This design comes from an exercise in tuning for a short achievable clock period and few clock cycles on the open sky130 flow, not from production work.
At most, simulation tests tie the RTL to the original design; equivalence was not proved.
No functional check of the RTL was part of runs 4 to 7.
Power and IR drop assume default switching activity.

[design/flow/config.mk]
export PLATFORM = sky130hd
export DESIGN_NAME = MCU
export DESIGN_NICKNAME = MCU
export VERILOG_FILES = /design/flow/design.v
export SDC_FILE = /design/flow/constraint.sdc
export NUM_CORES = 4
export LEC_CHECK = 0
export ABC_CLOCK_PERIOD_IN_PS = 2000
export CAP_MARGIN = 20
export CORE_MARGIN = 2
export CORE_UTILIZATION = 40
export SETUP_SLACK_MARGIN = 5
export SLEW_MARGIN = 20
export SYNTH_HIERARCHICAL = 1
export TNS_END_PERCENT = 100
[design/flow/constraint.sdc]
create_clock -name core_clock -period 8.0 [get_ports {clk}]
set_input_delay 1.6000 -clock core_clock [delete_from_list [all_inputs] [get_ports {clk}]]
set_output_delay 1.6000 -clock core_clock [all_outputs]
set_load 0.01 [all_outputs]
[design/flow/design.v]
`timescale 1ns / 1ps
module MCU_add8(a, b, s, cout);
parameter CIN = 1'b0;
input  [7:0] a, b;
output [7:0] s;
output       cout;
wire [7:0] p0 = a ^ b;
wire       cin = CIN;
wire [7:0] g0 = (a & b) | {7'b0, p0[0] & cin};
wire [7:0] g1, p1, g2, p2, g3;
genvar i;
generate
  for (i = 0; i < 8; i = i + 1) begin : l1
    if (i >= 1) begin : x
      assign g1[i] = g0[i] | (p0[i] & g0[i-1]);
      assign p1[i] = p0[i] & p0[i-1];
    end else begin : y
      assign g1[i] = g0[i];
      assign p1[i] = p0[i];
    end
  end
  for (i = 0; i < 8; i = i + 1) begin : l2
    if (i >= 2) begin : x
      assign g2[i] = g1[i] | (p1[i] & g1[i-2]);
      assign p2[i] = p1[i] & p1[i-2];
    end else begin : y
      assign g2[i] = g1[i];
      assign p2[i] = p1[i];
    end
  end
  for (i = 0; i < 8; i = i + 1) begin : l3
    if (i >= 4) begin : x
      assign g3[i] = g2[i] | (p2[i] & g2[i-4]);
    end else begin : y
      assign g3[i] = g2[i];
    end
  end
endgenerate
assign s    = p0 ^ {g3[6:0], cin};
assign cout = g3[7];
endmodule
module MCU_alu(a, b, sh, mskl, mskr, op_add, op_sub, op_slt, op_and, op_or,
               op_xor, op_not, op_mov, op_shl, op_shr, op_ld, op_in,
               rdata, indata, res, zr);
input  [7:0] a, b;
input  [2:0] sh;
input  [7:0] mskl, mskr;
input        op_add, op_sub, op_slt, op_and, op_or, op_xor, op_not, op_mov,
             op_shl, op_shr, op_ld, op_in;
input  [7:0] rdata, indata;
output [7:0] res;
output       zr;
wire [7:0] sum, diff;
wire       c_add, c_sub;
MCU_add8 #(.CIN(1'b0)) u_add (.a(a), .b(b),  .s(sum),  .cout(c_add));
MCU_add8 #(.CIN(1'b1)) u_sub (.a(a), .b(~b), .s(diff), .cout(c_sub));
wire       lt  = ~c_sub;
wire [7:0] shl = a << sh;
wire [7:0] shr = a >> sh;
assign res = ({8{op_add}} & sum)
           | ({8{op_sub}} & diff)
           | ({8{op_slt}} & {7'b0, lt})
           | ({8{op_and}} & (a & b))
           | ({8{op_or}}  & (a | b))
           | ({8{op_xor}} & (a ^ b))
           | ({8{op_not}} & ~a)
           | ({8{op_mov}} & a)
           | ({8{op_shl}} & shl)
           | ({8{op_shr}} & shr)
           | ({8{op_ld}}  & rdata)
           | ({8{op_in}}  & indata);
wire z_add = ~|((a ^ b) ^ {a[6:0] | b[6:0], 1'b0});
wire z_eq  = ~|(a ^ b);
assign zr = (op_add & z_add)
          | (op_sub & z_eq)
          | (op_slt & c_sub)
          | (op_and & ~|(a & b))
          | (op_or  & ~|(a | b))
          | (op_xor & z_eq)
          | (op_not & (&a))
          | (op_mov & ~|a)
          | (op_shl & ~|(a & mskl))
          | (op_shr & ~|(a & mskr));
endmodule
`timescale 1ns / 1ps
module MCU_pcsel(r, t, p1, p2, jr, e1, e2, e3, z, b, pc, kill);
input  [7:0] r, t, p1, p2;
input        jr, e1, e2, e3, z, b;
output [7:0] pc;
output       kill;
wire taken = e1 | (e2 & z) | (e3 & ~z);
assign pc   = jr ? r : taken ? t : b ? p2 : p1;
assign kill = (jr | taken) & b;
endmodule
`timescale 1ns / 1ps
module MCU(clk,reset,imem_addr,imem_data,dmem_addr,dmem_we,dmem_wdata,dmem_rdata,
           in_data,out_we,out_addr,out_data);
input clk,reset;
output [7:0] imem_addr;
input [16:0] imem_data;
output [7:0] dmem_addr;
output dmem_we;
output [7:0] dmem_wdata;
input [7:0] dmem_rdata;
input [7:0] in_data;
output out_we;
output [7:0] out_addr, out_data;
localparam [4:0] OP_ADD = 5'b00001, OP_ANI = 5'b00010, OP_ADI = 5'b00011,
                 OP_SUB = 5'b00100, OP_SLT = 5'b00101, OP_NOT = 5'b00110,
                 OP_LD  = 5'b00111, OP_ST  = 5'b01000, OP_MOV = 5'b01001,
                 OP_JMP = 5'b01010, OP_JMR = 5'b01011, OP_JML = 5'b01100,
                 OP_ORI = 5'b01101, OP_XOR = 5'b01110, OP_SHL = 5'b01111,
                 OP_SHR = 5'b10001, OP_BZ  = 5'b10010, OP_BNZ = 5'b10011,
                 OP_IN  = 5'b10100, OP_OUT = 5'b10101;
reg [7:0]  pc_f;         
reg        kill_f;       
reg [16:0] ir_d;         
reg [7:0]  pc1_d;        
reg        kill_d;       
reg [7:0]  a_ex, b_ex;   
reg [7:0]  q_addr;       
reg [7:0]  q_wdata;      
reg [2:0]  sh_ex;
reg [7:0]  mskl_ex, mskr_ex;   
reg [2:0]  da_ex;
reg        rw_ex, mw_ex, out_ex;
reg        add_ex, sub_ex, slt_ex, and_ex, or_ex, xor_ex, not_ex, mov_ex,
           shl_ex, shr_ex, ld_ex, in_ex;
reg        bz_ex, bnz_ex, jr_ex, jpc_ex;
reg        pend_ex;      
reg [7:0]  t_ex;         
reg [7:0]  t1_ex;        
reg [7:0]  rf [1:7];
wire [7:0] res_ex;
wire       zr_ex;
MCU_alu u_alu (.a(a_ex), .b(b_ex), .sh(sh_ex), .mskl(mskl_ex), .mskr(mskr_ex),
               .op_add(add_ex), .op_sub(sub_ex), .op_slt(slt_ex), .op_and(and_ex),
               .op_or(or_ex), .op_xor(xor_ex), .op_not(not_ex), .op_mov(mov_ex),
               .op_shl(shl_ex), .op_shr(shr_ex), .op_ld(ld_ex), .op_in(in_ex),
               .rdata(dmem_rdata), .indata(in_data), .res(res_ex), .zr(zr_ex));
assign dmem_addr  = q_addr;
assign dmem_wdata = q_wdata;
assign dmem_we    = mw_ex;
assign out_addr   = q_addr;
assign out_data   = q_wdata;
assign out_we     = out_ex;
always @(posedge clk)
  if (rw_ex && da_ex != 3'd0) rf[da_ex] <= res_ex;
wire a_ex_zero = (a_ex == 8'd0);
wire ex_cond   = (bz_ex & a_ex_zero) | (bnz_ex & ~a_ex_zero);
wire ex_taken  = jpc_ex | jr_ex | ex_cond;
wire take_ex   = kill_d & ex_taken;         
wire recover   = pend_ex & ex_cond;         
wire [4:0] op  = ir_d[16:12];
wire [2:0] da  = ir_d[11:9];
wire [2:0] aa  = ir_d[8:6];
wire [2:0] ba  = ir_d[5:3];
wire [5:0] im  = ir_d[5:0];
wire [2:0] sh  = ir_d[2:0];
wire d_add = (op == OP_ADD) | (op == OP_ADI);
wire d_sub = (op == OP_SUB);
wire d_slt = (op == OP_SLT);
wire d_and = (op == OP_ANI);
wire d_or  = (op == OP_ORI);
wire d_xor = (op == OP_XOR);
wire d_not = (op == OP_NOT);
wire d_mov = (op == OP_MOV) | (op == OP_JML);
wire d_shl = (op == OP_SHL);
wire d_shr = (op == OP_SHR);
wire d_ld  = (op == OP_LD);
wire d_in  = (op == OP_IN);
wire d_st  = (op == OP_ST);
wire d_out = (op == OP_OUT);
wire d_jmp = (op == OP_JMP);
wire d_jml = (op == OP_JML);
wire d_jmr = (op == OP_JMR);
wire d_bz  = (op == OP_BZ);
wire d_bnz = (op == OP_BNZ);
wire d_isbr = d_jmp | d_jml | d_jmr | d_bz | d_bnz;
wire d_rw  = d_add | d_sub | d_slt | d_and | d_or | d_xor | d_not | d_mov |
             d_shl | d_shr | d_ld | d_in;
wire d_imm  = (op == OP_ANI) | (op == OP_ORI) | (op == OP_ADI);
wire d_sext = (op == OP_ADI);
wire d_link = d_jmp | d_jml;        
wire [7:0] imm = {{2{d_sext & im[5]}}, im};
wire [7:0] rf_a = (aa == 3'd0) ? 8'd0 : rf[aa];
wire [7:0] rf_b = (ba == 3'd0) ? 8'd0 : rf[ba];
wire ex_wr = rw_ex && (da_ex != 3'd0);
wire fwd_a = ex_wr && (da_ex == aa) && !d_link;
wire fwd_b = ex_wr && (da_ex == ba) && !d_imm;
wire [7:0] a_oth = d_link ? pc1_d : rf_a;
wire [7:0] b_oth = d_imm ? imm : rf_b;
wire [7:0] a_val = fwd_a ? res_ex : a_oth;
wire [7:0] b_val = fwd_b ? res_ex : b_oth;
wire [7:0] t_rel = pc1_d + {{2{im[5]}}, im};
wire       rf_a_zero = (rf_a == 8'd0);
wire dv    = ~kill_f & ~recover;            
wire defer = fwd_a & (ld_ex | in_ex);       
wire d_pend = dv & (d_bz | d_bnz) & defer;
wire jr = dv & d_jmr & fwd_a;
wire e1 = take_ex | recover
        | (dv & (d_jmp | d_jml | (d_jmr & ~fwd_a)))
        | (dv & ~fwd_a & ((d_bz & rf_a_zero) | (d_bnz & ~rf_a_zero)));
wire e2 = dv & fwd_a & ~defer & d_bz;
wire e3 = dv & fwd_a & ~defer & d_bnz;
wire [7:0] t = recover ? (d_isbr ? t1_ex : t_ex)
             : take_ex ? (jr_ex ? a_ex : t_ex)
             : (dv & d_jmr) ? rf_a
             : t_rel;
wire [4:0] fop = imem_data[16:12];
wire f_isbr = ~kill_f & ~recover &
              ((fop[4:1] == 4'b0101) | (fop == OP_JML) | (fop[4:1] == 4'b1001));
wire [7:0] pc_p1 = pc_f + 8'd1;
wire [7:0] pc_p2 = pc_f + 8'd2;
wire [7:0] pc_nxt;
wire       kill_nxt;
MCU_pcsel u_pcsel (.r(res_ex), .t(t), .p1(pc_p1), .p2(pc_p2), .jr(jr),
                   .e1(e1), .e2(e2), .e3(e3), .z(zr_ex), .b(f_isbr),
                   .pc(pc_nxt), .kill(kill_nxt));
assign imem_addr = pc_f;
always @(posedge clk or negedge reset)
begin
  if (!reset) begin
    pc_f    <= 8'd0;
    kill_f  <= 1'b0;
    ir_d    <= 17'd0;
    kill_d  <= 1'b0;
    rw_ex   <= 1'b0;
    mw_ex   <= 1'b0;
    out_ex  <= 1'b0;
    add_ex  <= 1'b0; sub_ex <= 1'b0; slt_ex <= 1'b0; and_ex <= 1'b0;
    or_ex   <= 1'b0; xor_ex <= 1'b0; not_ex <= 1'b0; mov_ex <= 1'b0;
    shl_ex  <= 1'b0; shr_ex <= 1'b0; ld_ex  <= 1'b0; in_ex  <= 1'b0;
    bz_ex   <= 1'b0; bnz_ex <= 1'b0; jr_ex  <= 1'b0; jpc_ex <= 1'b0;
    pend_ex <= 1'b0;
  end else begin
    pc_f    <= pc_nxt;
    kill_f  <= kill_nxt;
    ir_d    <= (kill_f | recover) ? 17'd0 : imem_data;
    kill_d  <= kill_f | recover;
    rw_ex   <= d_rw;
    mw_ex   <= d_st;
    out_ex  <= d_out;
    add_ex  <= d_add; sub_ex <= d_sub; slt_ex <= d_slt; and_ex <= d_and;
    or_ex   <= d_or;  xor_ex <= d_xor; not_ex <= d_not; mov_ex <= d_mov;
    shl_ex  <= d_shl; shr_ex <= d_shr; ld_ex  <= d_ld;  in_ex  <= d_in;
    bz_ex   <= d_bz;  bnz_ex <= d_bnz; jr_ex  <= d_jmr; jpc_ex <= d_jmp | d_jml;
    pend_ex <= d_pend;
  end
end
always @(posedge clk)
begin
  pc1_d   <= pc_p1;
  da_ex   <= da;
  a_ex    <= a_val;
  b_ex    <= b_val;
  if (d_ld | d_st | d_out) q_addr <= a_val;
  if (d_st | d_out) q_wdata <= b_val;
  sh_ex   <= sh;
  mskl_ex <= 8'hFF >> sh;
  mskr_ex <= 8'hFF << sh;
  t_ex    <= t_rel;
  t1_ex   <= t_rel + 8'd1;
end
endmodule
[design/flow/run.sh]
#!/bin/bash
# synth_recipe.tcl (not shown) runs the flow's synth.tcl, then flattens the netlist and writes it again
# the make line also repeats each setting of config.mk as NAME=value (left out here)
make -C /OpenROAD-flow-scripts/flow DESIGN_CONFIG=/design/flow/config.mk WORK_HOME=/design/flow/orfs CLKGATE_MAP_FILE= SYNTH_SCRIPT=/design/flow/synth_recipe.tcl finish
==> metrics.yaml, run 1 <==
ys_warn_count: 7
place_congestion: 0.878
power_mw: 3.25
synth_area_mm2: 0.0102
fin_ws_ns: 4.92
status: "timing/DRC/antenna clean"
worst_pin_slew_ns: 0.857
arrival_ns: 3.41
wl_per_cell_um: 21.1
netlist_instances: 949
cp-start-kind: "flip-flop"
synth.avg_cell_area_um2: 10.8
numCtsBuffers: 17
hp-class: "reg2reg"
final_max_slew_viol_count: 0
fillers: 2315
clkSinkCount: 172
cp.depth: 15
maxCapViolations: 0
power_density_mw_per_mm2: 259
n_antenna_cell: 0
boundaryPins: 77
reg2reg_depth: 15
final_cells: 1371
leakagePower_nw: 4.92
drtAntennaViolNets: 0
crit_chain: "inv_1, ha_4, nor2b_4, o21ai_2, a21oi_2, a211oi_2, a21oi_2, a2111oi_4, nand4_1, buf_6, buf_6, mux2i_4, buf_6, a21oi_2, o31ai_1"
globalRouteOverflowTotal: 0
dp_hpwl_um: 20200
cts.clk_slew.worst_paths_ns: 0.07
criticalPathCategory: "reg2reg"
drive_above_1_share_pct: 21.9
initial_core_util_pct: 40.7
core_mm2: 0.0251
cpPeakStageDelay_ns: 0.38
vias: 7815
holdPathStages: 0
die_area_mm2: 0.0269
tritoncts: "done"
crit_fanout: 5
die_x_um: 164
place_ws_ns: 3.82
fin_hold_ws_ns: 0.346
clock_latency_ns: 0.44
slowest_stage: "dfxtp_1"
drtIter0Drc: 641
dp.cells: 1293
r2r_slack_ns: 4.92
wirelength_um: 28900
cp_top_family: "compound AO/OA/AOI/OAI gates"
antenna_found_initial: 0
final_util_pct: 49.9
skew_ns: 0.00829
postLayoutCellArea_mm2: 0.0125
holdPathEnd: "da_ex[2]$_DFF_P_"
grt_pass1_wl_um: 44100
drc_errors: 0
grt_pass1_vias: 7726
cp-end-kind: "flip-flop"
relSlewSlack_pct: 42.7
cts-root-to-sink-buffers: 2
vdd.ir_drop.worst_v: 0.000211
crit_buf_inv: 4
finalSetupTns_ns: 0
cts_root_buf: "clkbuf_16"
finalSetupViolations: 0
rsz0062_at_grt: "true"
finalHoldViolations: 0
worstHoldStart: "ir_d[11]$_DFF_PN0_"
worstPathRequired_ns: 8.33
vias_per_cell: 5.70
dpl_cell_area_mm2: 0.0111
final.period_utilization_pct: 38.4
dr.pass1.iters: 5
r2r_start: "b_ex[2]$_DFF_P_"
area_growth_pct: 22.6
port_buffers: 76
r2r-end: "pc_f[6]$_DFF_PN0_"
clock.fmax_ghz: 0.325
finalCriticalPeriod_ns: 3.08
fp.dieH_um: 164
grt.total_usage_pct: 21.9
nNetsFinal: 1108
cts_htree_levels: 4
grt_max_degree: 48
rows: 58
cell usage in the layout, fill, tap and decap left out, types with 20 or more instances in the layout:
cell type,instances
edfxtp_1,72
nand2_1,65
clkdlybuf4s50_1,62
nor2_1,56
mux2i_1,55
dfxtp_1,45
inv_1,44
buf_4,43
ha_1,39
xnor2_1,35
dfrtp_1,35
a21oi_1,32
and3_1,23
nor3_1,20
registers in the layout (all words and copies together), names as in the netlist, 3 cells and up:
| register | cells |
|---|---|
| a_ex | 8 |
| b_ex | 8 |
| da_ex | 3 |
| ir_d | 17 |
| mskr_ex | 7 |
| pc1_d | 8 |
| pc_f | 8 |
| q_addr | 8 |
| q_wdata | 8 |
| rf | 56 |
| sh_ex | 3 |
| t1_ex | 8 |
| t_ex | 8 |
layout make-up:
cell class                 instances  area, µm²  area share (%)
multi-input combinational        650       5530            44.1
clock inverter                    15        158            1.26
inverter                          49        188            1.50
tap                              330        413            3.30
sequential                       172       4430            35.4
timing repair buffer             138       1390            11.1
clock buffer                      17        425            3.40
timing repair:
item	4_1_cts	5_1_grt
gates resized for setup	72	50
setup buffers	29	14
gates cloned	3	0
pin swaps	19	42
hold buffers	0	0
endpoints found under the setup margin	61	30
report_power, final:
part           switching [mW]  internal, mW  leakage, nW
combinational           0.661         0.580         2.93
sequential              0.123          1.07         1.70
clock                   0.371         0.441        0.293
total                    1.15          2.09         4.92
worst max-delay path by stage:
stage | startpoint | endpoint | slack, ns
floorplan | b_ex[0]$_DFF_P_ | pc_f[5]$_DFF_PN0_ | 5.00
global placement | imem_data[13] | pc_f[1]$_DFF_PN0_ | 3.83
detailed placement | imem_data[13] | pc_f[0]$_DFF_PN0_ | 3.82
CTS | b_ex[0]$_DFF_P_ | pc_f[7]$_DFF_PN0_ | 4.99
global route | b_ex[0]$_DFF_P_ | pc_f[6]$_DFF_PN0_ | 4.82
finish | b_ex[2]$_DFF_P_ | pc_f[6]$_DFF_PN0_ | 4.92
routing by layer:
layer | routed length [µm] | global-route usage, % | vias to the layer above
li1 | - | - | 3672
met1 | 12800 | 29.7 | 3834
met2 | 13600 | 34.8 | 260
met3 | 1580 | 4.07 | 49
met4 | 976 | 8.77 | 0
met5 | 0 | 0 | -
Testbench counts, summed over its fixed seeds: cycles 140,963.
==> run 2, diff against run 1 <==
==> design/flow/flow/run.sh (new file) <==
#!/bin/bash
set -euo pipefail
bash standard.sh SETUP_SLACK_MARGIN=5.8 finish > standard_flow.log 2>&1
==> design/flow/standard.sh (new file) <==
#!/bin/bash
# synth_recipe.tcl (not shown) runs the flow's synth.tcl, then flattens the netlist and writes it again
# the make line also repeats each setting of config.mk as NAME=value (left out here)
make -C /OpenROAD-flow-scripts/flow DESIGN_CONFIG=/design/flow/config.mk WORK_HOME=/design/flow/orfs CLKGATE_MAP_FILE= SYNTH_SCRIPT=/design/flow/synth_recipe.tcl "${@:-finish}"
--- a/design/flow/config.mk
+++ b/design/flow/config.mk
@@ -11,3 +11,2 @@
 export CORE_UTILIZATION = 40
-export SETUP_SLACK_MARGIN = 5
 export SLEW_MARGIN = 20
removed: design/flow/run.sh
==> metrics.yaml, run 2 <==
status: "timing/DRC/antenna clean"
skew_ns: 0.0100
die_x_um: 164
rsz0062_at_grt: "true"
leakagePower_nw: 5.11
cts.clk_slew.worst_paths_ns: 0.07
wl_per_cell_um: 22.0
worst_pin_slew_ns: 1.07
ys_warn_count: 7
synth.avg_cell_area_um2: 10.8
route.met3.wl_um: 1770
clkSinkCount: 172
die_area_mm2: 0.0269
initial_core_util_pct: 40.7
layout_commonest_cell: "edfxtp_1"
finalCriticalPeriod_ns: 2.99
fin_hold_ws_ns: 0.344
clock_latency_ns: 0.44
reg.largest.list: "rf (56), ir_d (17)"
wl_met2_um: 14400
place_congestion: 0.902
grt.total_usage_pct: 23.0
vias: 8101
n_antenna_cell: 0
final_max_slew_viol_count: 0
vdd.ir_drop.worst_v: 0.000195
nNetsFinal: 1139
dr.pass1.iters: 7
arrival_ns: 3.30
criticalPathCategory: "reg2reg"
clock.fmax_ghz: 0.334
dp_hpwl_um: 20200
globalRouteOverflowTotal: 0
boundaryPins: 77
antenna_found_initial: 0
drive_above_1_share_pct: 33.9
synth_area_mm2: 0.0102
cts-root-to-sink-buffers: 2
finalSetupTns_ns: 0
grt_max_degree: 48
tritoncts: "done"
grt_pass1_wl_um: 46300
grt_pass1_vias: 7828
regMostFlops: "rf"
area_growth_pct: 27.3
holdBufCountCts: 0
top_layer: "met4"
drtIter0Drc: 695
cts_root_buf: "clkbuf_16"
largest_reg_flops: 56
wl_met1_um: 13600
numCtsBuffers: 17
maxCapViolations: 0
cts_htree_levels: 4
rows: 58
port_buffers: 76
drc_errors: 0
hp-class: "reg2reg"
fp.dieH_um: 164
wirelength_um: 30800
mostFrequentLayoutCells: "72 x edfxtp_1, 64 x nand2_1, 63 x buf_4"
crit_fanout: 4
relSlewSlack_pct: 28.3
worstPathRequired_ns: 8.31
vias_per_cell: 5.78
power_density_mw_per_mm2: 267
finalSetupViolations: 0
core_mm2: 0.0251
netlist_instances: 949
finalHoldViolations: 0
cp-end-kind: "flip-flop"
fillers: 2243
drtAntennaViolNets: 0
cp-start-kind: "flip-flop"
final.period_utilization_pct: 37.4
run 2: area by class of cell:
class                           instances  area (µm²)  share of cell area, %
Clock buffer                           20         468                   3.60
Clock inverter                         12         148                   1.13
Inverter                               49         190                   1.46
Multi-Input combinational cell        650        5890                   45.3
Sequential cell                       172        4460                   34.2
Tap cell                              330         413                   3.17
Timing Repair Buffer                  169        1450                   11.1
run 2: worst paths after layout:
path	start	to	slack [ns]	cells past startpoint
max	b_ex[0]$_DFF_P_	pc_f[2]$_DFF_PN0_	5.01	16
min	ir_d[11]$_DFF_PN0_	da_ex[2]$_DFF_P_	0.34	0
min reg2reg	ir_d[11]$_DFF_PN0_	da_ex[2]$_DFF_P_	0.34	0
max reg2reg	b_ex[0]$_DFF_P_	pc_f[2]$_DFF_PN0_	5.01	16
max in group asynchronous	reset	ir_d[8]$_DFF_PN0_	6.35	1
min in group asynchronous	reset	pc_f[6]$_DFF_PN0_	1.17	1
run 2: repair_timing:
item                                   CTS  global route
gates cloned                             2             0
resized for setup                      289            86
setup buffers                           52            32
pin swaps                               42            49
setup endpoints to repair              151           150
endpoints found under the hold margin    0             0
run 2: worst max-delay path: stages, from the launching register on:
cell and delay, ns:
dfxtp_4 0.36, inv_4 0.07, inv_2 0.04, ha_4 0.16, fa_2 0.42, nor2b_4 0.12, o21ai_2 0.07, a21oi_2 0.18
a211oi_2 0.06, a21oi_2 0.19, a2111oi_4 0.10, nand4_1 0.13, buf_6 0.15, mux2_4 0.38, buf_12 0.15, a2111oi_4 0.18
o31ai_1 0.11
run 2: through the flow:
step / instance area [µm²] / instances / total power [mW] / utilization (%) / setup slack (ns)
floorplan: 10400 / 950 / 2.01 / - / 5.10
global placement: 11200 / 1284 / 2.32 / 44.4 / 4.06
detailed placement: 11200 / 1284 / 2.33 / 44.4 / 4.03
CTS: 12400 / 1370 / 3.33 / 49.3 / 5.01
global route: 13000 / 1402 / 3.64 / 51.8 / 4.93
finish: 13000 / 1402 / 3.47 / 51.8 / 5.01
run 2: per-layer routing:
metal | track usage, % | up-vias
met5 | 0 | -
met4 | 9.21 | 0
met3 | 3.69 | 50
met2 | 35.4 | 308
met1 | 32.3 | 4011
li1 | - | 3732
run 2: where the power goes:
part | switching [mW] | total (mW) | internal [mW] | leakage, nW
Clock | 0.368 | 0.864 | 0.496 | 0.301
Sequential | 0.125 | 1.20 | 1.07 | 1.70
Combinational | 0.737 | 1.41 | 0.677 | 3.11
Total | 1.23 | 3.47 | 2.24 | 5.11
==> run 3, diff against run 2 <==
==> design/flow/flow/run.sh (replaced) <==
#!/bin/bash
set -euo pipefail
bash standard.sh SETUP_SLACK_MARGIN=5.5 finish > standard_flow.log 2>&1
==> metrics.yaml, run 3 <==
power_mw: 3.35
n_antenna_cell: 0
worstHoldStart: "ir_d[9]$_DFF_PN0_"
crit_fanout: 8
r2r_start: "b_ex[0]$_DFF_P_"
vias_per_cell: 5.77
antenna_found_initial: 0
worstPathRequired_ns: 8.31
arrival_ns: 3.24
cts.clk_slew.worst_paths_ns: 0.07
rsz0062_at_grt: "true"
area_growth_pct: 25.5
finalHoldViolations: 0
die_x_um: 164
port_buffers: 76
power_frac_seq_pct: 35.5
holdPathEnd: "da_ex[0]$_DFF_P_"
fillers: 2274
switching_share_pct: 35.7
die_area_mm2: 0.0269
grt_pass1_wl_um: 47800
clock_latency_ns: 0.43
synth.avg_cell_area_um2: 10.8
drive_above_1_share_pct: 32.7
vias: 8070
holdPathStages: 0
r2r_slack_ns: 5.07
initial_core_util_pct: 40.7
globalRouteOverflowTotal: 0
power_density_mw_per_mm2: 261
numCtsBuffers: 17
cp-start-kind: "input port"
leakagePower_nw: 5.06
regMostFlops: "rf"
finalCriticalPeriod_ns: 2.93
cp-end-kind: "flip-flop"
largest_reg_flops: 56
place_congestion: 0.912
dp_hpwl_um: 20400
rows: 58
drtIter0Drc: 713
vdd.ir_drop.worst_v: 0.000169
dpl_cell_area_mm2: 0.0112
drtAntennaViolNets: 0
wl_per_cell_um: 22.1
layout_commonest_cell: "edfxtp_1"
drc_errors: 0
core_mm2: 0.0251
grt_pass1_vias: 8006
boundaryPins: 77
final.period_utilization_pct: 36.6
p_int_mw: 2.16
netlist_instances: 949
wirelength_um: 30900
tritoncts: "done"
hp-class: "reg2reg"
clock.fmax_ghz: 0.341
holdBufCountCts: 0
p_clk_share_pct: 23.7
cts_root_buf: "clkbuf_16"
relSlewSlack_pct: 31.9
reg.largest.list: "rf (56), ir_d (17)"
comb_power_share_pct: 40.8
grt_max_degree: 48
finalSetupViolations: 0
worst_pin_slew_ns: 1.02
cts-root-to-sink-buffers: 2
nNetsFinal: 1135
cts_htree_levels: 4
final_cells: 1398
finalSetupTns_ns: 0
dp.cells: 1286
p_sw_mw: 1.20
criticalPathCategory: "in2reg"
status: "timing/DRC/antenna clean"
maxCapViolations: 0
dr.pass1.iters: 7
reg2reg_depth: 15
skew_ns: 0.00794
r2r-end: "pc_f[4]$_DFF_PN0_"
clkSinkCount: 172
grt.total_usage_pct: 23.7
postLayoutCellArea_mm2: 0.0128
synth_area_mm2: 0.0102
fp.dieH_um: 164
mostFrequentLayoutCells: "72 x edfxtp_1, 65 x nand2_1, 61 x buf_4"
ys_warn_count: 7
final_max_slew_viol_count: 0
final_util_pct: 51.1
[run 3: area by class of cell]
| cell class | count | area, µm² | share of cell area, % |
|---|---|---|---|
| Multi-Input combinational cell | 650 | 5820 | 45.4 |
| Sequential cell | 172 | 4450 | 34.7 |
| Timing Repair Buffer | 165 | 1390 | 10.8 |
| Clock buffer | 22 | 487 | 3.79 |
| Tap cell | 330 | 413 | 3.22 |
| Inverter | 49 | 190 | 1.48 |
| Clock inverter | 10 | 76.3 | 0.595 |
[run 3: worst max path at each step]
stage / startpoint / to / slack (ns) / cells after the start
4_1_cts: a_ex[0]$_DFF_P_ / q_addr[6]$_DFFE_PP_ / 5.04 / 14
3_5_place_dp: imem_data[13] / pc_f[1]$_DFF_PN0_ / 3.75 / 9
5_1_grt: ir_d[15]$_DFF_PN0_ / pc_f[1]$_DFF_PN0_ / 4.94 / 9
6_report: imem_data[14] / pc_f[6]$_DFF_PN0_ / 5.07 / 9
3_3_place_gp: imem_data[13] / pc_f[0]$_DFF_PN0_ / 3.81 / 9
2_1_floorplan: imem_data[13] / pc_f[6]$_DFF_PN0_ / 5.10 / 9
[run 3: routing by layer]
layer  routed length [µm]  part of all wire [%]  GRT usage (%)
met4                 1020                   3.3           9.37
met1                13200                    43           32.2
met2                14700                    48           38.1
met3                 1960                   6.4           3.59
met5                    0                     0              0
[run 3: power by group through the flow]
| stage | combinational [mW] | clock, mW | sequential, mW |
|---|---|---|---|
| final | 1.37 | 0.793 | 1.19 |
| after global routing | 1.48 | 0.841 | 1.20 |
| after CTS | 1.29 | 0.801 | 1.19 |
| after detailed placement | 1.09 | 0 | 1.22 |
| after global placement | 1.09 | 0 | 1.22 |
| after floorplan | 0.829 | 0 | 1.17 |
[run 3: repair_timing]
item / CTS / global route
pin swaps: 60 / 42
resized for setup: 325 / 43
setup endpoints to repair: 144 / 140
buffers inserted: 67 / 12
gates cloned: 1 / 0
[run 3: worst max-delay path: stages]
cell           delay [ns]
dlygate4sd2_1        0.24
mux2i_1              0.20
nor3b_1              0.07
a31oi_1              0.27
nor2_4               0.11
buf_12               0.15
buf_4                0.15
a2111oi_4            0.32
o31ai_1              0.11
[run 3: metrics by stage]
step | worst slack, ns | hold WS (ns)
6_report | 5.07 | 0.340
5_1_grt | 4.94 | 0.365
4_1_cts | 5.04 | 0.346
3_5_place_dp | 3.75 | 0.331
3_3_place_gp | 3.81 | 0.326
2_1_floorplan | 5.10 | 0.324
==> run 4, diff against run 3 <==
--- a/design/flow/design.v
+++ b/design/flow/design.v
@@ -75,3 +75,2 @@
           | (op_sub & z_eq)
-          | (op_slt & c_sub)
           | (op_and & ~|(a & b))
@@ -93,2 +92,7 @@
 assign kill = (jr | taken) & b;
+endmodule
+module MCU_isbr(op, y);
+input  [4:0] op;
+output       y;
+assign y = (op[4:1] == 4'b0101) | (op == 5'b01100) | (op[4:1] == 4'b1001);
 endmodule
@@ -133,2 +137,3 @@
 reg [7:0]  rf [1:7];
+reg        rfz [1:7];    
 wire [7:0] res_ex;
@@ -147,3 +152,6 @@
 always @(posedge clk)
-  if (rw_ex && da_ex != 3'd0) rf[da_ex] <= res_ex;
+  if (rw_ex && da_ex != 3'd0) begin
+    rf[da_ex]  <= res_ex;
+    rfz[da_ex] <= (res_ex == 8'd0);
+  end
 wire a_ex_zero = (a_ex == 8'd0);
@@ -195,5 +203,5 @@
 wire [7:0] t_rel = pc1_d + {{2{im[5]}}, im};
-wire       rf_a_zero = (rf_a == 8'd0);
+wire       rf_a_zero = (aa == 3'd0) ? 1'b1 : rfz[aa];
 wire dv    = ~kill_f & ~recover;            
-wire defer = fwd_a & (ld_ex | in_ex);       
+wire defer = fwd_a & (ld_ex | in_ex | slt_ex);   
 wire d_pend = dv & (d_bz | d_bnz) & defer;
@@ -210,4 +218,5 @@
 wire [4:0] fop = imem_data[16:12];
-wire f_isbr = ~kill_f & ~recover &
-              ((fop[4:1] == 4'b0101) | (fop == OP_JML) | (fop[4:1] == 4'b1001));
+wire f_br;
+MCU_isbr u_isbr (.op(fop), .y(f_br));
+wire f_isbr = ~kill_f & ~recover & f_br;
 wire [7:0] pc_p1 = pc_f + 8'd1;
==> design/flow/flow/run.sh (replaced) <==
#!/bin/bash
set -euo pipefail
bash standard.sh SETUP_SLACK_MARGIN=5.5 MATCH_CELL_FOOTPRINT=0 \
  "BUFFER_PORTS_ARGS=-buffer_cell sky130_fd_sc_hd__buf_4" finish > standard_flow.log 2>&1
==> metrics.yaml, run 4 <==
status: "timing/DRC/antenna clean"
place_congestion: 0.911
grt_max_degree: 48
boundaryPins: 77
worstPathRequired_ns: 8.27
vias: 7999
wl_met1_um: 13400
slowest_stage: "or4_4"
tritoncts: "done"
clock_latency_ns: 0.44
cts-root-to-sink-buffers: 2
netlist_instances: 947
core_mm2: 0.0253
top_layer: "met5"
worst_pin_slew_ns: 1.08
vias_per_cell: 5.70
drtAntennaViolNets: 0
power_density_mw_per_mm2: 265
cp-end-kind: "flip-flop"
crit_fanout: 7
mostFrequentLayoutCells: "94 x buf_4, 79 x edfxtp_1, 64 x buf_6"
rsz0062_at_grt: "true"
crit_chain: "buf_12, inv_4, ha_4, fa_2, nor2b_4, o21ai_4, buf_4, nand2_4, xor2_2, a22oi_2, nand2_1, a221oi_2, o2111ai_2, buf_6, or4_4, nor2_4"
regMostFlops: "rf"
die_area_mm2: 0.0272
clkSinkCount: 179
globalRouteOverflowTotal: 0
numCtsBuffers: 17
multi_input_area_mm2: 0.00574
hp-class: "reg2reg"
cts_htree_levels: 4
synth.avg_cell_area_um2: 10.9
grt_pass1_wl_um: 46800
ff_latch_area_mm2: 0.00467
cts_root_buf: "clkbuf_16"
grt.total_usage_pct: 23.3
drive_above_1_share_pct: 36.0
port_buffers: 76
cp-start-kind: "flip-flop"
fp.dieH_um: 165
skew_ns: 0.0110
wl_per_cell_um: 22.2
antenna_found_initial: 5
final.period_utilization_pct: 41.7
largest_reg_flops: 56
final_max_slew_viol_count: 0
maxCapViolations: 0
die_x_um: 165
synth_area_mm2: 0.0104
ys_warn_count: 7
fillers: 2209
power_mw: 3.51
nNetsFinal: 1138
vdd.ir_drop.worst_v: 0.000185
cpPeakStageDelay_ns: 0.53
grt_pass1_vias: 7827
leakagePower_nw: 5.12
wl_met2_um: 14500
finalCriticalPeriod_ns: 3.33
fin_hold_ws_ns: 0.352
rows: 58
criticalPathCategory: "reg2reg"
layout_commonest_cell: "buf_4"
finalHoldViolations: 0
cts.clk_slew.worst_paths_ns: 0.07
drtIter0Drc: 900
finalSetupTns_ns: 0
clock.fmax_ghz: 0.300
dp_hpwl_um: 20700
drc_errors: 0
initial_core_util_pct: 40.9
cp_top_family: "simple AND/OR/NAND/NOR gates"
area_growth_pct: 27.8
reg.largest.list: "rf (56), ir_d (17)"
crit_buf_inv: 4
arrival_ns: 3.61
finalSetupViolations: 0
wirelength_um: 31100
relSlewSlack_pct: 27.4
dr.pass1.iters: 7
route.met3.wl_um: 2190
run 4: path summary, 6_finish.rpt:
| kind | startpoint | endpoint | slack, ns | cells after the start |
|---|---|---|---|---|
| worst max register to register | a_ex[0]$_DFF_P_ | rfz[5]$_DFFE_PP_ | 4.67 | 16 |
| worst min register to register | ir_d[11]$_DFF_PN0_ | da_ex[2]$_DFF_P_ | 0.35 | 0 |
| min in group asynchronous | reset | pc_f[1]$_DFF_PN0_ | 1.17 | 1 |
| worst max-delay path | a_ex[0]$_DFF_P_ | rfz[5]$_DFFE_PP_ | 4.67 | 16 |
| worst min-delay path | ir_d[11]$_DFF_PN0_ | da_ex[2]$_DFF_P_ | 0.35 | 0 |
| max in group asynchronous | reset | ir_d[8]$_DFF_PN0_ | 6.39 | 1 |
run 4: final cells by class:
cell class | instances | share of cell area (%)
clock inverter | 12 | 1.03
inverter | 48 | 1.46
clock buffer | 20 | 3.46
antenna | 2 | 0.0378
sequential | 179 | 35.3
tap | 330 | 3.12
timing repair buffer | 169 | 12.2
multi-input combinational | 643 | 43.4
run 4: power by group:
| group | total, mW | switching [mW] | internal [mW] |
|---|---|---|---|
| Clock | 0.836 | 0.376 | 0.460 |
| Sequential | 1.25 | 0.126 | 1.12 |
| Combinational | 1.43 | 0.739 | 0.687 |
run 4: what timing repair did:
action / CTS / global route
endpoints found under the setup margin: 148 / 148
buffers inserted: 45 / 36
pin swaps: 36 / 26
gates cloned: 1 / 0
endpoints found under the hold margin: 0 / 0
resized for setup: 143 / 71
hold buffers: 0 / 0
run 4: metal layers:
layer  track usage (%)  vias to the layer above
met3              4.45                       64
met1              32.3                     3870
met5                 0                        -
met4              8.89                        4
li1                  -                     3727
met2              36.1                      334
run 4: stage by stage:
| step | utilization (%) | setup WS [ns] | instance area [µm²] | instances |
|---|---|---|---|---|
| after floorplan | - | 4.81 | 10500 | 948 |
| after global placement | 44.1 | 3.75 | 11200 | 1287 |
| after detailed placement | 44.1 | 3.62 | 11200 | 1287 |
| after CTS | 49.9 | 4.69 | 12600 | 1365 |
| after global routing | 52.2 | 4.57 | 13200 | 1401 |
| final | 52.2 | 4.67 | 13200 | 1403 |
==> run 5, diff against run 4 <==
--- a/design/flow/design.v
+++ b/design/flow/design.v
@@ -43,3 +43,3 @@
                op_xor, op_not, op_mov, op_shl, op_shr, op_ld, op_in,
-               rdata, indata, res, zr);
+               rdata, indata, res, zr, zall);
 input  [7:0] a, b;
@@ -52,2 +52,3 @@
 output       zr;
+output       zall;    
 wire [7:0] sum, diff;
@@ -82,2 +83,6 @@
           | (op_shr & ~|(a & mskr));
+assign zall = zr
+            | (op_slt & c_sub)
+            | (op_ld  & ~|rdata)
+            | (op_in  & ~|indata);
 endmodule
@@ -139,3 +144,3 @@
 wire [7:0] res_ex;
-wire       zr_ex;
+wire       zr_ex, zall_ex;
 MCU_alu u_alu (.a(a_ex), .b(b_ex), .sh(sh_ex), .mskl(mskl_ex), .mskr(mskr_ex),
@@ -144,3 +149,3 @@
                .op_shl(shl_ex), .op_shr(shr_ex), .op_ld(ld_ex), .op_in(in_ex),
-               .rdata(dmem_rdata), .indata(in_data), .res(res_ex), .zr(zr_ex));
+               .rdata(dmem_rdata), .indata(in_data), .res(res_ex), .zr(zr_ex), .zall(zall_ex));
 assign dmem_addr  = q_addr;
@@ -154,3 +159,3 @@
     rf[da_ex]  <= res_ex;
-    rfz[da_ex] <= (res_ex == 8'd0);
+    rfz[da_ex] <= zall_ex;
   end
==> metrics.yaml, run 5 <==
largest_reg_flops: 56
vias_per_cell: 5.96
clkSinkCount: 179
power_density_mw_per_mm2: 255
dpl_cell_area_mm2: 0.0114
core_mm2: 0.0261
antenna_found_initial: 0
tritoncts: "done"
status: "timing/DRC/antenna clean"
cp-start-kind: "flip-flop"
grt_pass1_wl_um: 50800
synth.avg_cell_area_um2: 11.0
dp_hpwl_um: 22200
wirelength_um: 33900
arrival_ns: 3.23
r2r_start: "a_ex[0]$_DFF_P_"
clock_latency_ns: 0.44
p_sw_mw: 1.28
p_int_mw: 2.27
port_buffers: 76
finalHoldViolations: 0
finalCriticalPeriod_ns: 3.04
final_max_slew_viol_count: 0
drtAntennaViolNets: 0
skew_ns: 0.0105
die_x_um: 167
grt_pass1_vias: 8470
cts_htree_levels: 4
numCtsBuffers: 17
grt_max_degree: 48
fp.dieH_um: 167
fillers: 2254
worst_pin_slew_ns: 1.09
area_growth_pct: 30.7
cp-end-kind: "flip-flop"
globalRouteOverflowTotal: 0
worstHoldStart: "ir_d[10]$_DFF_PN0_"
rows: 59
netlist_instances: 966
layout_commonest_cell: "buf_4"
worstPathRequired_ns: 8.18
cts_root_buf: "clkbuf_16"
die_area_mm2: 0.0279
relSlewSlack_pct: 27.1
holdPathStages: 0
r2r_slack_ns: 4.96
cp-startpoint: "a_ex[0]$_DFF_P_"
n_antenna_cell: 0
drtIter0Drc: 983
leakagePower_nw: 5.48
wl_per_cell_um: 23.3
ys_warn_count: 7
reg2reg_depth: 13
synth_area_mm2: 0.0106
initial_core_util_pct: 40.8
dr.pass1.iters: 6
vias: 8659
crit_fanout: 4
clock.fmax_ghz: 0.328
cts-root-to-sink-buffers: 2
mostFrequentLayoutCells: "116 x buf_4, 79 x edfxtp_1, 75 x buf_6"
postLayoutCellArea_mm2: 0.0139
p_clk_share_pct: 23.1
finalSetupTns_ns: 0
vdd.ir_drop.worst_v: 0.000165
grt.total_usage_pct: 23.9
boundaryPins: 77
fin_hold_ws_ns: 0.351
drc_errors: 0
switching_share_pct: 36.1
finalSetupViolations: 0
hp-class: "reg2reg"
power_frac_seq_pct: 35.0
criticalPathCategory: "reg2reg"
place_congestion: 0.895
nNetsFinal: 1186
final.period_utilization_pct: 38.1
cts.clk_slew.worst_paths_ns: 0.07
comb_power_share_pct: 42.0
reg.largest.list: "rf (56), ir_d (17)"
regMostFlops: "rf"
rsz0062_at_grt: "true"
power_mw: 3.55
holdBufCountCts: 0
drive_above_1_share_pct: 40.2
maxCapViolations: 0
==> run 5: what timing repair did <==
item                                    4_1_cts  5_1_grt
gates cloned                                  3        0
pin swaps                                    47       31
endpoints found under the hold margin         0        0
endpoints found under the setup margin      149      146
setup buffers                                89       21
gates resized for setup                     183       70
==> run 5: worst max-delay path: stages, from the launching register on <==
cell       delay, ns
dfxtp_4         0.39
inv_1           0.08
ha_4            0.17
fa_2            0.39
nor2b_4         0.12
o21ai_2         0.07
a21oi_2         0.17
a211oi_2        0.06
a21oi_2         0.21
inv_2           0.07
a221oi_4        0.33
o2111ai_4       0.18
mux2_4          0.29
mux2_4          0.27
==> run 5: routing by layer <==
metal,up-vias,part of all wire (%),wire length (µm),global-route usage [%]
met3,86,6.3,2150,3.37
met1,4297,42,14200,32.6
li1,3883,-,-,-
met4,0,3.7,1270,9.48
met2,393,48,16300,38.6
met5,-,0,0,0
==> run 5: per-stage QoR <==
step	utilization [%]	setup slack [ns]	cells
floorplan	-	4.89	967
global placement	43.6	4.24	1308
detailed placement	43.7	4.16	1309
CTS	51.5	5.00	1433
global route	53.3	4.88	1454
finish	53.3	4.96	1454
==> run 5: area by class of cell <==
cell class                      count  area [µm²]  area share [%]
Tap cell                          335         419            3.02
Clock inverter                     11         104           0.747
Clock buffer                       21         472            3.39
Sequential cell                   179        4670            33.6
Timing Repair Buffer              195        1800            12.9
Inverter                           55         221            1.59
Multi-Input combinational cell    658        6220            44.7
==> run 5: final timing paths <==
path / endpoint
min in group asynchronous: bnz_ex$_DFF_PN0_
min: da_ex[1]$_DFF_P_
max reg2reg: q_wdata[0]$_DFFE_PP_
max: q_wdata[0]$_DFFE_PP_
min reg2reg: da_ex[1]$_DFF_P_
max in group asynchronous: ir_d[15]$_DFF_PN0_
==> run 5: power by group through the flow <==
stage	sequential (mW)	combinational, mW	clock, mW
2_1_floorplan	1.20	0.839	0
3_3_place_gp	1.29	1.09	0
3_5_place_dp	1.28	1.09	0
6_report	1.24	1.49	0.818
5_1_grt	1.25	1.59	0.864
4_1_cts	1.23	1.37	0.824
==> run 6, diff against run 5 <==
--- a/design/flow/config.mk
+++ b/design/flow/config.mk
@@ -11,2 +11,4 @@
 export CORE_UTILIZATION = 40
+export CTS_CLUSTER_DIAMETER = 150
+export CTS_CLUSTER_SIZE = 50
 export SLEW_MARGIN = 20
==> metrics.yaml, run 6 <==
finalSetupViolations: 0
power_density_mw_per_mm2: 255
relSlewSlack_pct: 27.1
reg2reg_depth: 13
die_area_mm2: 0.0279
finalCriticalPeriod_ns: 3.04
vias_per_cell: 5.96
numCtsBuffers: 17
drtIter0Drc: 983
route.met3.wl_um: 2150
cp-end-kind: "flip-flop"
worst_pin_slew_ns: 1.09
die_x_um: 167
ff_latch_area_mm2: 0.00467
boundaryPins: 77
layout_commonest_cell: "buf_4"
worstPathRequired_ns: 8.18
final.period_utilization_pct: 38.1
port_buffers: 76
status: "timing/DRC/antenna clean"
finalSetupTns_ns: 0
leakagePower_nw: 5.48
reg.largest.list: "rf (56), ir_d (17)"
dp_hpwl_um: 22200
multi_input_area_mm2: 0.00622
top_layer: "met4"
clock.fmax_ghz: 0.328
wl_met2_um: 16300
cts_htree_levels: 4
arrival_ns: 3.23
holdPathStages: 0
clock_latency_ns: 0.44
core_mm2: 0.0261
cts_root_buf: "clkbuf_16"
initial_core_util_pct: 40.8
dr.pass1.iters: 6
cts.clk_slew.worst_paths_ns: 0.07
globalRouteOverflowTotal: 0
grt_max_degree: 48
maxCapViolations: 0
wl_per_cell_um: 23.3
mostFrequentLayoutCells: "116 x buf_4, 79 x edfxtp_1, 75 x buf_6"
drtAntennaViolNets: 0
postLayoutCellArea_mm2: 0.0139
area_growth_pct: 30.7
skew_ns: 0.0105
cts-root-to-sink-buffers: 2
regMostFlops: "rf"
antenna_found_initial: 0
switching_share_pct: 36.1
grt_pass1_vias: 8470
hp-class: "reg2reg"
comb_power_share_pct: 42.0
clkSinkCount: 179
wl_met1_um: 14200
fillers: 2254
criticalPathCategory: "reg2reg"
p_clk_share_pct: 23.1
synth.avg_cell_area_um2: 11.0
finalHoldViolations: 0
rsz0062_at_grt: "true"
drc_errors: 0
rows: 59
dpl_cell_area_mm2: 0.0114
wirelength_um: 33900
vias: 8659
largest_reg_flops: 56
drive_above_1_share_pct: 40.2
crit_fanout: 4
ys_warn_count: 7
nNetsFinal: 1186
synth_area_mm2: 0.0106
p_int_mw: 2.27
tritoncts: "done"
final_max_slew_viol_count: 0
grt_pass1_wl_um: 50800
n_antenna_cell: 0
fp.dieH_um: 167
power_frac_seq_pct: 35.0
cp-start-kind: "flip-flop"
netlist_instances: 966
place_congestion: 0.895
vdd.ir_drop.worst_v: 0.000165
grt.total_usage_pct: 23.9
p_sw_mw: 1.28
## run 6: cell type report
type | count | share of cell area [%]
flip-flops and latches | 179 | 33.6
multi-input cells | 658 | 44.7
inverters | 55 | 1.59
repair buffers | 195 | 12.9
well taps | 335 | 3.02
clock inverters | 11 | 0.747
clock buffers | 21 | 3.39
## run 6: timing repair
item                                    in CTS  in global routing
hold buffers                                 0                  0
resized for setup                          183                 70
setup buffers                               89                 21
gates cloned                                 3                  0
pin swaps                                   47                 31
endpoints found under the setup margin     149                146
## run 6: power groups by stage
stage / Combinational, mW / Sequential, mW / Clock, mW
floorplan: 0.839 / 1.20 / 0
global placement: 1.09 / 1.29 / 0
detailed placement: 1.09 / 1.28 / 0
CTS: 1.37 / 1.23 / 0.824
global route: 1.59 / 1.25 / 0.864
finish: 1.49 / 1.24 / 0.818
## run 6: through the flow
stage / power (mW) / hold WS, ns / setup slack, ns / utilization, % / instances
6_report: 3.55 / 0.351 / 4.96 / 53.3 / 1454
3_5_place_dp: 2.37 / 0.327 / 4.16 / 43.7 / 1309
4_1_cts: 3.43 / 0.344 / 5.00 / 51.5 / 1433
5_1_grt: 3.70 / 0.358 / 4.88 / 53.3 / 1454
2_1_floorplan: 2.04 / 0.324 / 4.89 / - / 967
3_3_place_gp: 2.37 / 0.329 / 4.24 / 43.6 / 1308
## run 6: layer usage
layer  GRT usage, %  up-vias
met5              0        -
met4           9.48        0
met3           3.37       86
met2           38.6      393
met1           32.6     4297
li1               -     3883
## run 6: path summary, 6_finish.rpt
| check | startpoint | end | slack [ns] |
|---|---|---|---|
| min reg2reg | ir_d[10]$_DFF_PN0_ | da_ex[1]$_DFF_P_ | 0.35 |
| max in group asynchronous | reset | ir_d[15]$_DFF_PN0_ | 6.32 |
| max | a_ex[0]$_DFF_P_ | q_wdata[0]$_DFFE_PP_ | 4.96 |
| min in group asynchronous | reset | bnz_ex$_DFF_PN0_ | 1.19 |
| max reg2reg | a_ex[0]$_DFF_P_ | q_wdata[0]$_DFFE_PP_ | 4.96 |
| min | ir_d[10]$_DFF_PN0_ | da_ex[1]$_DFF_P_ | 0.35 |
## run 6: critical path, stage by stage, from the launching register on
cell and delay [ns]:
dfxtp_4 0.39, inv_1 0.08, ha_4 0.17, fa_2 0.39, nor2b_4 0.12, o21ai_2 0.07, a21oi_2 0.17, a211oi_2 0.06
a21oi_2 0.21, inv_2 0.07, a221oi_4 0.33, o2111ai_4 0.18, mux2_4 0.29, mux2_4 0.27
==> run 7, diff against run 6 <==
--- a/design/flow/design.v
+++ b/design/flow/design.v
@@ -41,6 +41,6 @@
 endmodule
-module MCU_alu(a, b, sh, mskl, mskr, op_add, op_sub, op_slt, op_and, op_or,
+module MCU_alu(a, b, a2, b2, sh, mskl, mskr, op_add, op_sub, op_slt, op_and, op_or,
                op_xor, op_not, op_mov, op_shl, op_shr, op_ld, op_in,
                rdata, indata, res, zr, zall);
-input  [7:0] a, b;
+input  [7:0] a, b, a2, b2;
 input  [2:0] sh;
@@ -52,4 +52,4 @@
 output       zr;
-output       zall;    
-wire [7:0] sum, diff;
+output       zall;
+wire [7:0] sum, diff, fast;
 wire       c_add, c_sub;
@@ -57,17 +57,51 @@
 MCU_add8 #(.CIN(1'b1)) u_sub (.a(a), .b(~b), .s(diff), .cout(c_sub));
-wire       lt  = ~c_sub;
+MCU_alufast u_fast (.a(a2), .b(b2), .sh(sh), .op_and(op_and), .op_or(op_or),
+                    .op_xor(op_xor), .op_not(op_not), .op_mov(op_mov),
+                    .op_shl(op_shl), .op_shr(op_shr), .op_ld(op_ld), .op_in(op_in),
+                    .rdata(rdata), .indata(indata), .y(fast));
+MCU_resmix u_mix (.fast(fast), .sum(sum), .diff(diff), .c_sub(c_sub),
+                  .op_add(op_add), .op_sub(op_sub), .op_slt(op_slt), .res(res));
+MCU_aluzero u_zero (.a(a2), .b(b2), .mskl(mskl), .mskr(mskr), .c_sub(c_sub),
+                    .op_add(op_add), .op_sub(op_sub), .op_slt(op_slt),
+                    .op_and(op_and), .op_or(op_or), .op_xor(op_xor),
+                    .op_not(op_not), .op_mov(op_mov), .op_shl(op_shl),
+                    .op_shr(op_shr), .op_ld(op_ld), .op_in(op_in),
+                    .rdata(rdata), .indata(indata), .zr(zr), .zall(zall));
+endmodule
+module MCU_alufast(a, b, sh, op_and, op_or, op_xor, op_not, op_mov, op_shl,
+                   op_shr, op_ld, op_in, rdata, indata, y);
+input  [7:0] a, b;
+input  [2:0] sh;
+input        op_and, op_or, op_xor, op_not, op_mov, op_shl, op_shr, op_ld, op_in;
+input  [7:0] rdata, indata;
+output [7:0] y;
 wire [7:0] shl = a << sh;
 wire [7:0] shr = a >> sh;
-assign res = ({8{op_add}} & sum)
+assign y = ({8{op_and}} & (a & b))
+         | ({8{op_or}}  & (a | b))
+         | ({8{op_xor}} & (a ^ b))
+         | ({8{op_not}} & ~a)
+         | ({8{op_mov}} & a)
+         | ({8{op_shl}} & shl)
+         | ({8{op_shr}} & shr)
+         | ({8{op_ld}}  & rdata)
+         | ({8{op_in}}  & indata);
+endmodule
+module MCU_resmix(fast, sum, diff, c_sub, op_add, op_sub, op_slt, res);
+input  [7:0] fast, sum, diff;
+input        c_sub, op_add, op_sub, op_slt;
+output [7:0] res;
+assign res = fast
+           | ({8{op_add}} & sum)
            | ({8{op_sub}} & diff)
-           | ({8{op_slt}} & {7'b0, lt})
-           | ({8{op_and}} & (a & b))
-           | ({8{op_or}}  & (a | b))
-           | ({8{op_xor}} & (a ^ b))
-           | ({8{op_not}} & ~a)
-           | ({8{op_mov}} & a)
-           | ({8{op_shl}} & shl)
-           | ({8{op_shr}} & shr)
-           | ({8{op_ld}}  & rdata)
-           | ({8{op_in}}  & indata);
+           | {7'b0, op_slt & ~c_sub};
+endmodule
+module MCU_aluzero(a, b, mskl, mskr, c_sub, op_add, op_sub, op_slt, op_and,
+                   op_or, op_xor, op_not, op_mov, op_shl, op_shr, op_ld, op_in,
+                   rdata, indata, zr, zall);
+input  [7:0] a, b, mskl, mskr;
+input        c_sub, op_add, op_sub, op_slt, op_and, op_or, op_xor, op_not,
+             op_mov, op_shl, op_shr, op_ld, op_in;
+input  [7:0] rdata, indata;
+output       zr, zall;
 wire z_add = ~|((a ^ b) ^ {a[6:0] | b[6:0], 1'b0});
@@ -88,2 +122,8 @@
 endmodule
+module MCU_opsel(res, oth, fwd, y);
+input  [7:0] res, oth;
+input        fwd;
+output [7:0] y;
+assign y = fwd ? res : oth;
+endmodule
 `timescale 1ns / 1ps
@@ -129,2 +169,3 @@
 reg [7:0]  a_ex, b_ex;   
+reg [7:0]  a2_ex, b2_ex;   
 reg [7:0]  q_addr;       
@@ -145,3 +186,3 @@
 wire       zr_ex, zall_ex;
-MCU_alu u_alu (.a(a_ex), .b(b_ex), .sh(sh_ex), .mskl(mskl_ex), .mskr(mskr_ex),
+MCU_alu u_alu (.a(a_ex), .b(b_ex), .a2(a2_ex), .b2(b2_ex), .sh(sh_ex), .mskl(mskl_ex), .mskr(mskr_ex),
                .op_add(add_ex), .op_sub(sub_ex), .op_slt(slt_ex), .op_and(and_ex),
@@ -161,3 +202,3 @@
   end
-wire a_ex_zero = (a_ex == 8'd0);
+wire a_ex_zero = (a2_ex == 8'd0);
 wire ex_cond   = (bz_ex & a_ex_zero) | (bnz_ex & ~a_ex_zero);
@@ -205,4 +246,9 @@
 wire [7:0] b_oth = d_imm ? imm : rf_b;
-wire [7:0] a_val = fwd_a ? res_ex : a_oth;
-wire [7:0] b_val = fwd_b ? res_ex : b_oth;
+wire [7:0] a_val, a2_val, qa_val, b_val, b2_val, qd_val;
+MCU_opsel u_sa  (.res(res_ex), .oth(a_oth), .fwd(fwd_a), .y(a_val));
+MCU_opsel u_sa2 (.res(res_ex), .oth(a_oth), .fwd(fwd_a), .y(a2_val));
+MCU_opsel u_sqa (.res(res_ex), .oth(a_oth), .fwd(fwd_a), .y(qa_val));
+MCU_opsel u_sb  (.res(res_ex), .oth(b_oth), .fwd(fwd_b), .y(b_val));
+MCU_opsel u_sb2 (.res(res_ex), .oth(b_oth), .fwd(fwd_b), .y(b2_val));
+MCU_opsel u_sqd (.res(res_ex), .oth(b_oth), .fwd(fwd_b), .y(qd_val));
 wire [7:0] t_rel = pc1_d + {{2{im[5]}}, im};
@@ -219,3 +265,3 @@
 wire [7:0] t = recover ? (d_isbr ? t1_ex : t_ex)
-             : take_ex ? (jr_ex ? a_ex : t_ex)
+             : take_ex ? (jr_ex ? a2_ex : t_ex)
              : (dv & d_jmr) ? rf_a
@@ -270,4 +316,6 @@
   b_ex    <= b_val;
-  if (d_ld | d_st | d_out) q_addr <= a_val;
-  if (d_st | d_out) q_wdata <= b_val;
+  a2_ex   <= a2_val;
+  b2_ex   <= b2_val;
+  q_addr  <= qa_val;
+  q_wdata <= qd_val;
   sh_ex   <= sh;
--- a/design/flow/config.mk
+++ b/design/flow/config.mk
@@ -11,4 +11,2 @@
 export CORE_UTILIZATION = 40
-export CTS_CLUSTER_DIAMETER = 150
-export CTS_CLUSTER_SIZE = 50
 export SLEW_MARGIN = 20
==> metrics.yaml, run 7 <==
status: "timing/DRC/antenna clean"
mostFrequentLayoutCells: "111 x buf_4, 70 x inv_1, 63 x edfxtp_1"
final_max_slew_viol_count: 0
clock.fmax_ghz: 0.342
final.period_utilization_pct: 36.5
fillers: 2581
layout_commonest_cell: "buf_4"
power_density_mw_per_mm2: 260
cts_htree_levels: 4
finalHoldViolations: 0
tritoncts: "done"
grt_max_degree: 48
worstPathRequired_ns: 8.33
dp.cells: 1422
p_sw_mw: 1.37
vias: 8757
p_int_mw: 2.41
holdBufCountCts: 0
finalSetupViolations: 0
top_layer: "met4"
cts-root-to-sink-buffers: 2
fin_ws_ns: 5.08
fp.dieH_um: 174
worst_pin_slew_ns: 1.13
wl_per_cell_um: 22.2
relSlewSlack_pct: 24.2
final_util_pct: 50.9
dp_hpwl_um: 22100
clock_latency_ns: 0.46
antenna_found_initial: 0
place_ws_ns: 4.22
port_buffers: 76
nNetsFinal: 1248
initial_core_util_pct: 40.4
synth.avg_cell_area_um2: 11.3
wl_met2_um: 16300
wl_met1_um: 15200
grt.total_usage_pct: 22.7
hp-class: "reg2reg"
route.met3.wl_um: 2040
maxCapViolations: 0
comb_power_share_pct: 39.9
arrival_ns: 3.26
drive_above_1_share_pct: 39.4
drtAntennaViolNets: 0
numCtsBuffers: 17
cts_root_buf: "clkbuf_16"
synth_area_mm2: 0.0115
dr.pass1.iters: 5
die_area_mm2: 0.0302
final_cells: 1549
globalRouteOverflowTotal: 0
core_mm2: 0.0285
clkSinkCount: 195
cp-end-kind: "flip-flop"
cpPeakStageDelay_ns: 0.42
die_x_um: 174
skew_ns: 0.0249
p_clk_share_pct: 24.7
place_congestion: 0.866
area_growth_pct: 25.9
vdd.ir_drop.worst_v: 0.000218
reg.largest.list: "rf (56), ir_d (17)"
grt_pass1_wl_um: 52200
finalSetupTns_ns: 0
netlist_instances: 1018
crit_chain: "buf_6, a222oi_1, o2111ai_1, a21o_1, a221o_2, mux2_4"
slowest_stage: "a221o_2"
cts.clk_slew.worst_paths_ns: 0.09
drc_errors: 0
crit_fanout: 7
leakagePower_nw: 5.90
vias_per_cell: 5.65
wirelength_um: 34400
fin_hold_ws_ns: 0.348
power_frac_seq_pct: 35.4
regMostFlops: "rf"
ys_warn_count: 7
finalCriticalPeriod_ns: 2.92
boundaryPins: 77
n_antenna_cell: 0
drtIter0Drc: 735
rows: 62
switching_share_pct: 36.4
rsz0062_at_grt: "true"
criticalPathCategory: "in2reg"
cp-start-kind: "input port"
largest_reg_flops: 56
grt_pass1_vias: 8530
==> run 7: changes by cell type in the layout (fill, tap and decap cells not counted), sizes merged, moves of 16 or more <==
| cell | delta |
|---|---|
| ha | +16 |
| edfxtp | -16 |
| inv | +17 |
| buf | -18 |
| mux2 | +41 |
| dfxtp | +32 |
==> run 7: routing by layer <==
metal	track usage (%)	vias up
met5	0	-
met4	7.67	0
met3	3.15	52
met2	36.3	340
met1	31.7	4347
li1	-	4018
==> run 7: per-stage QoR <==
step	cell area [µm²]	power [mW]
3_5_place_dp	12300	2.53
6_report	14500	3.78
2_1_floorplan	11600	2.19
3_3_place_gp	12300	2.51
5_1_grt	14500	3.95
4_1_cts	14100	3.69
==> run 7: worst max-delay path, delay by kind of cell <==
kind / cells / cell delay (ns)
buffers and inverters: 1 / 0.09
AOI/OAI and AO/OA: 4 / 1.28
muxes: 1 / 0.29
==> run 7: repair_timing <==
item | in CTS | in global routing
pin swaps | 22 | 29
cloned | 7 | 0
buffers inserted | 59 | 28
gates resized for setup | 152 | 42
endpoints found under the setup margin | 161 | 161
hold endpoints to repair | 0 | 0
==> run 7: layout make-up <==
type                            count  area, µm²  share of cell area, %
Inverter                           71        267                   1.83
Multi-Input combinational cell    690       6600                   45.4
Clock inverter                     15        233                   1.60
Sequential cell                   195       4850                   33.4
Clock buffer                       17        425                   2.93
Tap cell                          384        480                   3.30
Timing Repair Buffer              177       1690                   11.6
==> run 7: power groups by stage <==
stage	clock, mW	sequential (mW)	combinational [mW]
2_1_floorplan	0	1.32	0.867
3_3_place_gp	0	1.37	1.14
3_5_place_dp	0	1.37	1.15
4_1_cts	0.944	1.33	1.41
5_1_grt	0.984	1.35	1.62
6_report	0.934	1.34	1.51
==> run 7: final timing paths <==
path | endpoint | start | slack [ns] | cells past startpoint
max | a2_ex[7]$_DFF_P_ | dmem_rdata[7] | 5.08 | 6
min | da_ex[1]$_DFF_P_ | ir_d[10]$_DFF_PN0_ | 0.35 | 0
max reg2reg | pc_f[5]$_DFF_PN0_ | ir_d[3]$_DFF_PN0_ | 5.13 | 10
min reg2reg | da_ex[1]$_DFF_P_ | ir_d[10]$_DFF_PN0_ | 0.35 | 0
max in group asynchronous | ir_d[15]$_DFF_PN0_ | reset | 6.36 | 1
min in group asynchronous | ir_d[8]$_DFF_PN0_ | reset | 1.15 | 1

## port drivers added, routing unchanged
The flow's constraints put no driver on any port. The routed layouts listed below were extracted and timed again, unchanged, in two steps.
Step 1, drivers: a clkbuf_16 drives clk and a buf_2 each remaining input, both assumed.
Step 2 moves the port delays by t, midway between the first and last clock arrival at a register: inputs arrive t later, outputs are due t later. That takes back most of the time a late clock gives input paths.
Three values: ideal ports, drivers, drivers and shift; two values: the first two.
run | shift t [ns] | slack for setup (ns) | hold slack, ns | pins driven straight from the clock port
run 1 | 0.478 | 4.924 / 4.924 / 4.557 | 0.346 / 0.346 / 0.346 | 1
run 2 | 0.478 | 5.008 / 5.008 / 4.617 | 0.344 / 0.344 / 0.344 | 1
run 3 | 0.467 | 5.070 / 5.073 / 4.626 | 0.340 / 0.340 / 0.340 | 1
run 4 | 0.477 | 4.666 / 4.666 / 4.448 | 0.352 / 0.352 / 0.352 | 1
run 5 | 0.478 | 4.955 / 4.955 / 4.530 | 0.351 / 0.351 / 0.351 | 1
run 6 | 0.478 | 4.955 / 4.955 / 4.530 | 0.351 / 0.351 / 0.351 | 1
run 7 | 0.491 | 5.078 / 5.091 / 4.599 | 0.348 / 0.348 / 0.348 | 1
After both steps every run listed still meets setup and hold. The setup slack of run 7, which loses most, moves by +0.013 ns with the drivers and by -0.479 ns with both steps.
